Background: an optimization exercise with open tools, aiming at small area and a short achievable clock period. Do not read the settings as production practice. The RTL was checked by simulation tests, not by an equivalence proof against the original design. Power figures rest on the tool's default switching activity, not on a simulated workload.

`design/flow/design.v`:
```
`timescale 1ns / 1ps
module vga_controller(
    input clk_148MHz,
    input reset,     
    input [11:0] sw,  
    input btnU,       
    input btnD,       
    input btnR,     
    input btnL,       
    output hsync,     
    output vsync,    
    output video_on,  
    output reg [11:0] h_count_reg,  
    output reg [11:0] v_count_reg,  
    output reg [3:0] vgaRed,      
    output reg [3:0] vgaGreen,    
    output reg [3:0] vgaBlue      
);
    parameter HD       = 1920;  
    parameter HF       = 88;    
    parameter HR       = 44;    
    parameter HB       = 148;   
    parameter HMAX     = HD+HF+HB+HR;  
    parameter VD       = 1080;  
    parameter VF       = 4;     
    parameter VR       = 5;     
    parameter VB       = 36;    
    parameter VMAX     = VD+VF+VB+VR;  
    parameter R                  = 100;  
    parameter R_SQ               = R*R;  
    parameter CIRC_WIDTH         = 2 * R;  
    parameter ONE_THIRD_CIRC_WIDTH = CIRC_WIDTH / 3;  
    parameter TWO_THIRDS_CIRC_WIDTH = ONE_THIRD_CIRC_WIDTH * 2;  
    parameter BUTTON_MOVE_INTERVAL = 1000;  
    parameter SQUARE_X_START = 1400;
    parameter SQUARE_Y_START = 0;
    parameter SQUARE_LENGTH  = 200;  
    parameter SQUARE_WIDTH   = 1080;  
    parameter SQUARE_X_END   = SQUARE_X_START + SQUARE_LENGTH;  
    parameter SQUARE_Y_END   = SQUARE_Y_START + SQUARE_WIDTH;  
    reg [25:0] button_move_counter;  
    reg [11:0] circ_center_h;  
    reg [11:0] circ_center_v;  
    wire reset_circ_collision;        
    wire [11:0] circ_center_h_reset_val;  
    wire [11:0] circ_center_v_reset_val;  
    wire signed [12:0] dx_circ       = h_count_reg - circ_center_h;  
    wire signed [12:0] dy_circ       = v_count_reg - circ_center_v;  
    wire [25:0] dist_sq_circ         = dx_circ*dx_circ + dy_circ*dy_circ;  
    wire signed [12:0] relative_h    = h_count_reg - (circ_center_h - R);  
    always @(posedge clk_148MHz or posedge reset) begin
        if(reset)
            h_count_reg <= 0;
        else if(h_count_reg == HMAX)
            h_count_reg <= 0;
        else
            h_count_reg <= h_count_reg + 1;
    end
    always @(posedge clk_148MHz or posedge reset) begin
        if(reset)
            v_count_reg <= 0;
        else if (h_count_reg == HMAX) begin  
            if(v_count_reg == VMAX)
                v_count_reg <= 0;
            else
                v_count_reg <= v_count_reg + 1;
        end
    end
    always @(posedge clk_148MHz or posedge reset) begin
        if (reset) begin
            button_move_counter <= 0;
        end else if (sw[2]) begin  
            if (button_move_counter >= BUTTON_MOVE_INTERVAL) begin
                button_move_counter <= 0;  
            end else begin
                button_move_counter <= button_move_counter + 1;  
            end
        end
    end
    always @(posedge clk_148MHz or posedge reset) begin
        if (reset) begin
            circ_center_h <= HD/2;  
        end else if (sw[2]) begin  
            if (reset_circ_collision) begin  
                circ_center_h <= circ_center_h_reset_val;
            end else if (button_move_counter >= BUTTON_MOVE_INTERVAL) begin  
                if (btnL && circ_center_h > R)  
                    circ_center_h <= circ_center_h - 1;
                else if (btnR && circ_center_h < (HD - R))  
                    circ_center_h <= circ_center_h + 1;
            end
        end
    end
    always @(posedge clk_148MHz or posedge reset) begin
        if (reset) begin
            circ_center_v <= VD/2;  
        end else if (sw[2]) begin  
            if (reset_circ_collision) begin  
                circ_center_v <= circ_center_v_reset_val;
            end else if (button_move_counter >= BUTTON_MOVE_INTERVAL) begin  
                if (btnU && circ_center_v > R)  
                    circ_center_v <= circ_center_v - 1;
                else if (btnD && circ_center_v < (VD - R))  
                    circ_center_v <= circ_center_v + 1;
            end
        end
    end
    always @(posedge clk_148MHz or posedge reset) begin
        if(reset) begin
            vgaRed   <= 4'b0000;
            vgaGreen <= 4'b0000;
            vgaBlue  <= 4'b0000;
        end else begin
            if(video_on) begin  
                if(sw[0]) begin  
                    if(h_count_reg < HD/3) begin
                        vgaRed   <= 4'b0000;
                        vgaGreen <= 4'b0000;
                        vgaBlue  <= 4'b1111;  
                    end else if (h_count_reg < (HD*2)/3) begin
                        vgaRed   <= 4'b1111;
                        vgaGreen <= 4'b1100;
                        vgaBlue  <= 4'b0000;  
                    end else begin
                        vgaRed   <= 4'b1111;
                        vgaGreen <= 4'b0000;
                        vgaBlue  <= 4'b0000;  
                    end
                end else if(sw[1]) begin  
                    if(v_count_reg < VD/3) begin
                        vgaRed   <= 4'b0000;
                        vgaGreen <= 4'b0000;
                        vgaBlue  <= 4'b0000;  
                    end else if (v_count_reg < (VD*2)/3) begin
                        vgaRed   <= 4'b1111;
                        vgaGreen <= 4'b0000;
                        vgaBlue  <= 4'b0000;  
                    end else begin
                        vgaRed   <= 4'b1111;
                        vgaGreen <= 4'b1100;
                        vgaBlue  <= 4'b0000;  
                    end
                end else if(sw[2]) begin  
                    if(dist_sq_circ <= R_SQ) begin  
                        if(relative_h < ONE_THIRD_CIRC_WIDTH) begin
                            vgaRed   <= 4'b0000;
                            vgaGreen <= 4'b0000;
                            vgaBlue  <= 4'b1111;  
                        end else if (relative_h < TWO_THIRDS_CIRC_WIDTH) begin
                            vgaRed   <= 4'b1111;
                            vgaGreen <= 4'b1100;
                            vgaBlue  <= 4'b0000;  
                        end else begin
                            vgaRed   <= 4'b1111;
                            vgaGreen <= 4'b0000;
                            vgaBlue  <= 4'b0000;  
                        end
                    end else if(h_count_reg >= SQUARE_X_START && h_count_reg <= SQUARE_X_END &&
                                 ( (v_count_reg >= SQUARE_Y_START && v_count_reg <= 600) ||
                                   (v_count_reg >= 850 && v_count_reg <= SQUARE_Y_END) )
                                ) begin  
                        vgaRed   <= 4'b0110;
                        vgaGreen <= 4'b1000;
                        vgaBlue  <= 4'b1101;  
                    end else begin
                        vgaRed   <= 4'b1111;
                        vgaGreen <= 4'b1111;
                        vgaBlue  <= 4'b1111;  
                    end
                end else begin  
                    vgaRed   <= 4'b1111;
                    vgaGreen <= 4'b0011;
                    vgaBlue  <= 4'b1100;  
                end
            end else begin  
                vgaRed   <= 4'b0000;
                vgaGreen <= 4'b0000;
                vgaBlue  <= 4'b0000;
            end
        end
    end
    assign hsync      = (h_count_reg >= (HD+HF) && h_count_reg <= (HD+HF+HR));
    assign vsync      = (v_count_reg >= (VD+VF) && v_count_reg <= (VD+VF+VR));
    assign video_on   = (h_count_reg < HD) && (v_count_reg < VD);
    assign reset_circ_collision = ( (circ_center_h + R >= SQUARE_X_START && circ_center_h - R <= SQUARE_X_END &&
                                     ( (circ_center_v + R >= SQUARE_Y_START && circ_center_v - R <= 600) ||
                                       (circ_center_v + R >= 850 && circ_center_v - R <= SQUARE_Y_END) ) ) ||
                                   (circ_center_h - R <= 0) ||    
                                   (circ_center_h + R >= HD) ||   
                                   (circ_center_v - R <= 0) ||    
                                   (circ_center_v + R >= VD) );   
    assign circ_center_h_reset_val = HD/2;
    assign circ_center_v_reset_val = VD/2;
endmodule
```
`design/flow/run.sh`:
```
#!/bin/bash
# synth_recipe.tcl (not shown) runs the flow's synth.tcl, then flattens the netlist and writes it again
# the make line also repeats each setting of config.mk as NAME=value (left out here)
make -C /OpenROAD-flow-scripts/flow DESIGN_CONFIG=/design/flow/config.mk WORK_HOME=/design/flow/orfs CLKGATE_MAP_FILE= SYNTH_SCRIPT=/design/flow/synth_recipe.tcl finish
```
`design/flow/config.mk`:
```
export PLATFORM = sky130hd
export DESIGN_NAME = vga_controller
export DESIGN_NICKNAME = vga_controller
export VERILOG_FILES = /design/flow/design.v
export SDC_FILE = /design/flow/constraint.sdc
export NUM_CORES = 4
export LEC_CHECK = 0
export CAP_MARGIN = 20
export CORE_MARGIN = 2
export CORE_UTILIZATION = 40
export SLEW_MARGIN = 20
```
`design/flow/constraint.sdc`:
```
create_clock -name core_clock -period 10.0 [get_ports {clk_148MHz}]
set_input_delay 2.0000 -clock core_clock [delete_from_list [all_inputs] [get_ports {clk_148MHz}]]
set_output_delay 2.0000 -clock core_clock [all_outputs]
set_load 0.01 [all_outputs]
```
==> key figures <==
Die
  • I/O pin total: 57
  • Die Footprint: 51900 um2
  • Row count: 82
  • Die Wd: 228 um
  • Core Area: 49900 um2
  • Starting Density: 40.2%
  • Chip height: 228 um

GRT
  • Initial antenna violation count: 0
  • Total Routing Usage GR: 20.3%
  • Pin count of the biggest net entering global routing: 83
  • Vias in the first global route: 17100
  • First-pass GRT wire length: 85.7 mm
  • Total grt overflow: 0

CTS
  • Clk buf depth: 2
  • Htree depth: 3
  • Worst-path clk slew: 80 ps
  • CTS tree: built
  • Worst-Skew Late Latency: 350 ps
  • CTS Hold Bufs: 0
  • Root buf cell: clkbuf_16
  • Clock Sinks: 82
  • Cts bufs inserted: 9

Critical path
  • Reg2reg setup slack: 500 ps
  • Critical Path RT: 10220 ps
  • Crit path DAT: 9730 ps
  • Crit-path slowest cell: fa_2
  • WS Path Type: reg2reg
  • Worst-path maximum fanout: 11
  • Reg-to-Reg End: vgaGreen[2]
  • FF-to-FF path depth: 34
  • Worst path top cell family by delay: adder cells
  • Max stage delay on crit path: 650 ps
  • Cell mode on critical path: fa_1
  • Worst path bufs/invs: 7
  • Startpoint Class: flop
  • Critical R2R Launch: circ_center_v[2]
  • Crit. End Element: flop

Logic synthesis
  • Top_reg_cell synth: dfrtp_1
  • XOR/XNOR Fraction of Synth Area: 4.75%
  • YS warnings: 1
  • Post-Synth Simple-Gate Area: 14.2%
  • Post-synthesis register bit count: 82
  • Seq/Total Area, Yosys: 10.3%
  • Combinational family with the most area after synthesis: adder cells
  • Mux contribution to synthesized area: 0.349%
  • Synth Instances: 2264
  • Avg Inst Size Synth: 8.86 um2
  • Leading area contributor after synthesis: fa_1
  • Syn_nets: 2800
  • Synth Area in Compound Gates: 14.0%
  • Count of cell types in the netlist: 101
  • Netlist area before placement: 20100 um2
  • Area share of the largest cell type after synthesis: 34.4%
  • Cells taking the most area after synthesis: fa_1 (34%), ha_1 (11%), dfrtp_1 (9.2%), inv_1 (9.2%), nor2_1 (3.6%)
  • Number of flops mapped to enable cells by yosys: 0
  • Async SR Flop Fraction: 100%
  • Adder-cell area share of the yosys netlist: 45.2%

Timing
  • Setup ws final: 498 ps
  • Hold Fails Final Rpt: 0
  • Fin Hold WS: 506 ps
  • Post-route setup TNS: 0 ps
  • Final setup violation count: 0
  • Worst Tran Pin Value: 1070 ps
  • Slew Viols, Final: 0
  • Max_slew headroom: 28.1%
  • Clk_skew: 15.1 ps
  • Final period utilization: 95.0%
  • Tmin final: 9500 ps
  • Fmax: 0.105 GHz

Power
  • Combinational power share: 87.2%
  • Net Sw Power: 2.86 mW
  • Pint: 2.63 mW
  • Leakage: 10.7 nW
  • Clock power share: 6.2%
  • Switching part of the total: 52.1%
  • Worst vdd ir: 769 uV
  • Sequential power share: 6.6%
  • P per Cell Area: 249 nW/um2

Routing
  • DR WL/cell: 16.9 um
  • Vias after detailed routing: 16000
  • Drt first pass iters: 6
  • # DRC: 0
  • DRT iter0 DRCs: 1022
  • Routed Wire Length: 50.8 mm
  • Post-DR vias/cell: 5.33
  • Post-DRT Antenna Nets: 0

Place
  • Pre-CTS setup slack: -5.60 ps
  • Placed Area: 21700 um2
  • Placed wire-length estimate: 42.8 mm
  • Port bufs: 47
  • Routability cong.: 0.909

Hold path
  • Hold path start: button_move_counter[25]
  • Hold path depth: 2
  • Worst hold path type: reg2reg
  • WHS Endpoint: button_move_counter[25]

Final layout
  • Filler cells: 4965
  • Max reg flops: 26
  • Layout cells sized above 1: 9.20%
  • Commonest cells after routing, fill and taps aside: inv_1 (491), fa_1 (338), nor2_1 (191)
  • Synth-to-Final Area Change: 10.1%
  • Fin area: 22100 um2
  • Finished Core Util: 44.3%
  • Commonest non-fill, non-tap cell in the layout: inv_1
  • Nets: 2868
  • # diodes: 0
  • Area of the multi-input gates: 15800 um2
  • Area occupied by registers: 2060 um2
  • Biggest register: button_move_counter

Run
  • Maxcap violations: 0

Outcome
  • Outcome: no timing/DRC/antenna violations
[cell type report]
class,count,share of cell area (%)
Tap cell,672,3.81
Timing Repair Buffer,142,5.43
Clock buffer,9,1.02
Sequential cell,82,9.35
Multi-Input combinational cell,1598,71.5
Inverter,499,8.50
Clock inverter,7,0.368
[power groups by stage]
stage / registers, mW / logic, mW / clock network [mW]
final: 0.362 / 4.79 / 0.342
after CTS: 0.362 / 4.71 / 0.351
after global routing: 0.365 / 5.42 / 0.364
after global placement: 0.367 / 4.66 / 0
after floorplan: 0.362 / 3.55 / 0
after detailed placement: 0.368 / 4.68 / 0
[metal layers]
metal,GRT usage [%],vias up,wire length [um]
met5,0,-,0
li1,-,7433,-
met4,6.96,0,1610
met1,26.0,8059,21100
met2,35.5,454,25400
met3,2.45,87,2690
[Yosys cell counts, drive strengths merged, types with 7 or more instances]
library cell and instances:
a21boi 13, inv 494, a21o 28, nand3 53, buf 32, nor3b 11, dfstp 8, nand4 17
nor2 193, o211ai 11, nand2b 22, clkbuf 53, a41oi 7, or2 29, a21oi 84, xnor2 72
and2 15, and3 16, nor4 16, a311oi 7, xor2 35, dfrtp 74, o21a 10, o31ai 13
nor2b 14, o22ai 10, nand2 113, or3 16, o2111ai 7, mux2i 7, nor3 48, fa 345
o21ai 80, ha 173, a31oi 21, a211oi 19, o2bb2ai 7, a2111oi 7
[kinds of logic after synthesis]
| logic type | count (synthesis) |
|---|---|
| buffers and inverters | 584 |
| flip-flops | 82 |
| multiplexers | 7 |
| XOR/XNOR | 107 |
| adder cells (fa/ha/maj) | 518 |
| AO/OA/AOI/OAI | 390 |
| AND/OR/NAND/NOR | 576 |
[worst max path at each step]
| stage | slack [ps] | endpoint | from | cells after the start |
|---|---|---|---|---|
| global route | -10 | vgaGreen[2] | v_count_reg[0] | 36 |
| detailed placement | -6 | vgaGreen[2] | v_count_reg[0] | 33 |
| floorplan | 770 | vgaGreen[2] | circ_center_v[2] | 34 |
| CTS | 220 | vgaGreen[2] | circ_center_v[2] | 34 |
| finish | 500 | vgaGreen[2] | circ_center_v[2] | 34 |
| global placement | 110 | vgaGreen[2] | v_count_reg[0] | 33 |
[through the flow]
step | total power, mW | cells
after floorplan | 3.91 | 2264
after global placement | 5.03 | 2989
after detailed placement | 5.05 | 2989
after CTS | 5.42 | 3005
after global routing | 6.15 | 3009
final | 5.49 | 3009
[worst reg2reg max path, delay by kind of cell, from the launching register on]
family / cells / cell delay, ps
AOI/OAI and AO/OA: 10 / 2160
and+or+nand+nor: 7 / 1040
buffers and inverters: 7 / 920
xor gates and xnor gates: 1 / 160
adders and majority gates: 9 / 4530
DFF: 1 / 540
[what timing repair did]
item | CTS | global route
endpoints found under the setup margin | 2 | 8
pin swaps | 0 | 6
resized for setup | 1 | 22
buffers inserted | 0 | 4
hold endpoints to repair | 0 | 0

-- static timing again, ports no longer ideal --
The results above use ideal ports. As a check the final layout listed here was re-extracted and re-timed, cells and wires unchanged.
Step 1 assumes that a clkbuf_16 drives the clock port and a buf_2 every other input.
Step 2, shift: input delay + t, output delay - t, t = (earliest + latest rising clock arrival at the registers) / 2. This alone moves slack from input paths to output paths.
a / b / c = ideal ports / drivers / drivers and shift; a / b = the first two.
t (ns): 0.398
slack for setup (ns): 0.498 / 0.498 / 0.498
worst hold slack (ns): 0.506 / 0.506 / 0.506
After both steps this run still meets setup and hold. The setup slack of this run moves by 0.000 ns with the drivers and by 0.000 ns with both steps.
